What follows belongs to an exercise in optimizing a design on an open flow for small area, a short achievable clock period and few clock cycles per item; a production flow would make more cautious choices.
Function was checked by simulation only, so behaviour that the tests miss may differ from the original.
No driver is modelled on the clock port, so clocking that relies on it looks cheaper here than on a real chip.

==> 03-05 <==
==> flow/design.v (excerpt) <==
module booth_fsm
# (parameter DATAWIDTH = 32)
(
  input                        clk,
  input                        rstn,
  input                        en,
  input        [DATAWIDTH-1:0] multiplier,
  input        [DATAWIDTH-1:0] multiplicand,
  output reg                   done,
  output reg [2*DATAWIDTH-1:0] product
);
Settings: LEC_CHECK=0, CAP_MARGIN=0, CORE_MARGIN=2, CORE_UTILIZATION=40, SLEW_MARGIN=0, SYNTH_HIERARCHICAL=1; clock period 6.0 ns.
standard.sh (not shown) runs the stock make flow with config.mk's settings and CLKGATE_MAP_FILE= SYNTH_SCRIPT=/design/flow/synth_recipe.tcl, a recipe that flattens the netlist after the stock synthesis.
==> flow/flow/run.sh <==
#!/bin/bash
# Own layout flow: the standard ORFS flow with two changes.
#  - ports are buffered with a plain buffer (buf_2) instead of the delay
#    buffer buffer_ports picks by default; every port still gets a buffer;
#  - before floorplanning, combinational cells that synthesis upsized are set
#    back to their smallest drive strength (registers are left alone); the
#    resizer then upsizes only what timing needs.
set -euo pipefail
here=$(pwd)
export BUFFER_PORTS_ARGS="-buffer_cell sky130_fd_sc_hd__buf_2"
export PRE_FLOORPLAN_TCL="$here/flow/downsize.tcl"
bash standard.sh > "$here/standard.log" 2>&1
==> flow/flow/downsize.tcl <==
# Set every combinational cell to the smallest-area cell of the library with
# the same function and pins (registers, clock, tap and tie cells unchanged).
set lib_cells [get_lib_cells */sky130_fd_sc_hd__*]
proc base_name {name} {
  if {[regexp {^(sky130_fd_sc_hd__[a-z0-9]+)_[0-9]+$} $name -> b]} { return $b }
  return ""
}
set area_of [dict create]
set group [dict create]
foreach c $lib_cells {
  set n [get_name $c]
  set b [base_name $n]
  if {$b eq ""} { continue }
  if {[get_property $c dont_use]} { continue }
  dict set area_of $n [get_property $c area]
  dict lappend group $b $n
}
set n_changed 0
foreach inst [get_cells *] {
  set m [get_name [get_lib_cells -of_objects $inst]]
  set b [base_name $m]
  if {$b eq "" || ![dict exists $group $b]} { continue }
  if {[regexp {(df|dl|sdf|edf|clk|conb|tap|fill|decap|buf|inv|probe|lpflow)} $b]} { continue }
  set best $m
  set best_area [dict get $area_of $m]
  foreach cand [dict get $group $b] {
    set a [dict get $area_of $cand]
    if {$a < $best_area || ($a == $best_area && [string match *_1 $cand])} {
      set best $cand
      set best_area $a
    }
  }
  if {$best ne $m} {
    replace_cell $inst $best
    incr n_changed
  }
}
puts "downsize: $n_changed cells set to their smallest drive strength"
==> 10-03: changes against 03-05 <==
--- a/flow/config.mk
+++ b/flow/config.mk
@@ -5,8 +5,9 @@
 export SDC_FILE = /design/flow/constraint.sdc
 export NUM_CORES = 4
 export LEC_CHECK = 0
-export CAP_MARGIN = 0
+export CAP_MARGIN = 20
 export CORE_MARGIN = 2
 export CORE_UTILIZATION = 40
-export SLEW_MARGIN = 0
+export GPL_TIMING_DRIVEN = 0
+export SLEW_MARGIN = 20
 export SYNTH_HIERARCHICAL = 1
==> notes <==
10-03 finished but failed the layout checks on negative setup slack. 03-05 passed the timing, design-rule and antenna checks. In flip-flop and latch count, 10-03 and 03-05 do not differ. Of 10-03 and 03-05, 10-03 has the higher count of clock-buffer cells in the layout (gap 4). Of 03-05 and 10-03, 10-03 has the higher wire length (gap 16%, measured against 10-03).
==> figures <==
|  | 03-05 | 10-03 |
|---|---|---|
| Total length of routed wires | 97,900 um | 117,000 um |
| Via/cell ratio | 5.68 | 6.32 |
| Result of the run | no timing/DRC/antenna violations | finished with violations |
| Violated checks | - | negative setup slack |
| Largest net degree at the start of global routing | 36 | 49 |
| Most common cell after layout, fill and taps aside | sky130_fd_sc_hd__buf_4 | sky130_fd_sc_hd__xnor2_1 |
| Post-place instance area | 32,500 sq um | 28,400 sq um |
| Standard cell with the maximum stage delay on the critical path | sky130_fd_sc_hd__fa_1 | sky130_fd_sc_hd__maj3_2 |
| Wire length per cell | 21.6 um | 28.2 um |
| Layout Utilization | 55.0% | 55.1% |
Testbench counts of 03-05, summed over its fixed seeds: cycles 2,048, items 2,048.
Testbench counts of 10-03, summed over its fixed seeds: cycles 2,048, items 2,048.

* * *

==> run F <==
Starting RTL as in the previous note.
// booth_fsm
module booth_fsm
# (parameter DATAWIDTH = 32)
(
  input                        clk,
  input                        rstn,
  input                        en,
  input        [DATAWIDTH-1:0] multiplier,
  input        [DATAWIDTH-1:0] multiplicand,
  output reg                   done,
  output reg [2*DATAWIDTH-1:0] product
);
Settings: LEC_CHECK=0, CAP_MARGIN=20, CORE_MARGIN=2, CORE_UTILIZATION=40, SLEW_MARGIN=20, SYNTH_HIERARCHICAL=1; clock period 6.0 ns.
==> flow/flow/run.sh <==
#!/bin/bash
# Own layout flow: the standard ORFS flow with two changes.
#  - ports are buffered with a plain buffer (buf_2) instead of the delay
#    buffer buffer_ports picks by default; every port still gets a buffer;
#  - before floorplanning, combinational cells that synthesis upsized are set
#    back to their smallest drive strength (registers are left alone); the
#    resizer then upsizes only what timing needs;
#  - before clock tree synthesis the buffers that timing-driven placement
#    added are taken out again (flow/rebuffer.tcl).
set -euo pipefail
here=$(pwd)
export BUFFER_PORTS_ARGS="-buffer_cell sky130_fd_sc_hd__buf_2"
export PRE_FLOORPLAN_TCL="$here/flow/downsize.tcl"
export PRE_CTS_TCL="$here/flow/rebuffer.tcl"
bash standard.sh > "$here/standard.log" 2>&1
==> flow/flow/rebuffer.tcl <==
# Before clock tree synthesis: take out the buffers that timing-driven global
# placement inserted inside the design (port buffers stay), fix slew,
# capacitance and fanout again, and legalize; the repair after clock tree
# synthesis then buffers or sizes only the paths that need it.
set_dont_use $::env(DONT_USE_CELLS)
# the repair after clock tree synthesis aims for some slack, as routed
# wires come out slower than their placement estimates
set ::env(SETUP_SLACK_MARGIN) 0.3
set n 0
set block [ord::get_db_block]
foreach inst [$block getInsts] {
  if {![string match place* [$inst getName]]} { continue }
  set in_it [$inst findITerm A]
  set out_it [$inst findITerm X]
  if {$in_it eq "NULL" || $out_it eq "NULL"} { continue }
  set in_net [$in_it getNet]
  set out_net [$out_it getNet]
  if {[llength [$out_net getBTerms]] > 0} { continue }
  foreach it [$out_net getITerms] {
    if {[$it getInst] eq $inst} { continue }
    $it disconnect
    $it connect $in_net
  }
  $in_it disconnect
  $out_it disconnect
  odb::dbInst_destroy $inst
  odb::dbNet_destroy $out_net
  incr n
}
puts "rebuffer: removed $n placement buffers"
estimate_parasitics -placement
repair_design -cap_margin $::env(CAP_MARGIN) -slew_margin $::env(SLEW_MARGIN)
detailed_placement
Scripts as last shown in full above: flow/flow/downsize.tcl
==> inputs of run X, as changes to run F <==
==> flow/flow/run.sh (replaced) <==
#!/bin/bash
# Own layout flow: the standard ORFS flow with two changes.
#  - ports are buffered with a plain buffer (buf_2) instead of the delay
#    buffer buffer_ports picks by default; every port still gets a buffer;
#  - before floorplanning, combinational cells that synthesis upsized are set
#    back to their smallest drive strength (registers are left alone); the
#    resizer then upsizes only what timing needs.
set -euo pipefail
here=$(pwd)
export BUFFER_PORTS_ARGS="-buffer_cell sky130_fd_sc_hd__buf_2"
export PRE_FLOORPLAN_TCL="$here/flow/downsize.tcl"
bash standard.sh > "$here/standard.log" 2>&1
SETUP_SLACK_MARGIN = 0.3   (was unset)
removed: flow/flow/rebuffer.tcl
==> inputs of run H, as changes to run F <==
==> flow/flow/run.sh (replaced) <==
#!/bin/bash
# Own layout flow: the standard ORFS flow with two changes.
#  - ports are buffered with a plain buffer (buf_2) instead of the delay
#    buffer buffer_ports picks by default; every port still gets a buffer;
#  - before floorplanning, combinational cells that synthesis upsized are set
#    back to their smallest drive strength (registers are left alone); the
#    resizer then upsizes only what timing needs.
set -euo pipefail
here=$(pwd)
export BUFFER_PORTS_ARGS="-buffer_cell sky130_fd_sc_hd__buf_2"
export PRE_FLOORPLAN_TCL="$here/flow/downsize.tcl"
bash standard.sh > "$here/standard.log" 2>&1
PLACE_DENSITY = 0.7   (was unset)
removed: flow/flow/rebuffer.tcl
==> comparison table <==
metric	run F	run H	run X
Run status	no timing/DRC/antenna violations	failed layout checks	no timing/DRC/antenna violations
Violated checks	-	negative setup slack	-
Tightest Pin Transition	0.924 ns	0.583 ns	0.782 ns
Slowest CP cell	sky130_fd_sc_hd__fa_2	sky130_fd_sc_hd__fa_1	sky130_fd_sc_hd__maj3_1
P&R area growth vs syn	29.2%	34.4%	40.9%
Root Driver	-	sky130_fd_sc_hd__clkbuf_16	sky130_fd_sc_hd__clkbuf_16
Sum of negative setup slack	0 ns	-0.0231 ns	0 ns
Crit path DAT	6.09 ns	6.25 ns	6.18 ns
Clock slew at the register clock pins of the worst setup and hold paths	0.05 ns	0.06 ns	0.06 ns
Antenna violations before repair	5	6	3
Buffers outside the clock class	309	754	806
Vias in the first global route	24700	25300	27300
Sum of met3 wire segment lengths after detailed routing	9.10 mm	10.5 mm	8.58 mm
Number of levels the H-tree was split into	-	3	3
Non-clock buffer share	0.110	0.183	0.185
Met1 Routed Length	44.3 mm	40.7 mm	42.3 mm
Testbench counts of run F, summed over its fixed seeds: cycles 2,048, items 2,048.
Testbench counts of run X, summed over its fixed seeds: cycles 2,048, items 2,048.
Testbench counts of run H, summed over its fixed seeds: cycles 2,048, items 2,048.

[static timing again, ports no longer ideal]
In the flow no input, the clock included, has a driving cell. The finished layouts below were timed again as built, in two steps. Step 1: set_driving_cell puts a clkbuf_16 on clk and a buf_2 on each other input, an assumption about the parent block. Step 2, shift: input delay + t, output delay - t, t = (earliest + latest rising clock arrival at the registers) / 2. This alone moves slack from input paths to output paths. a / b / c = ideal / step 1 / step 2; a / b = the first two.
run	shift t [ns]	slack for setup (ns)	hold WS [ns]	latest minus earliest clock arrival (ns)
03-05	0.398	0.099 / -0.035 / -0.433	0.614 / 0.595 / 0.994	0.021 / 0.021
10-03	0.398	-0.013 / -0.220 / -0.618	0.614 / 0.593 / 0.990	0.013 / 0.013
run F	0.396	0.146 / -0.029 / -0.425	0.617 / 0.599 / 0.995	0.022 / 0.022
run X	0.394	0.093 / 0.022 / -0.372	0.610 / 0.592 / 0.985	0.023 / 0.023
run H	0.384	-0.023 / -0.012 / -0.395	0.627 / 0.617 / 1.000	0.015 / 0.015
Met with ideal ports but missed after step 2: setup timing in 03-05, run F and run X. The setup slack of 10-03, which loses most, moves by -0.207 ns with the drivers and by -0.605 ns with both steps.
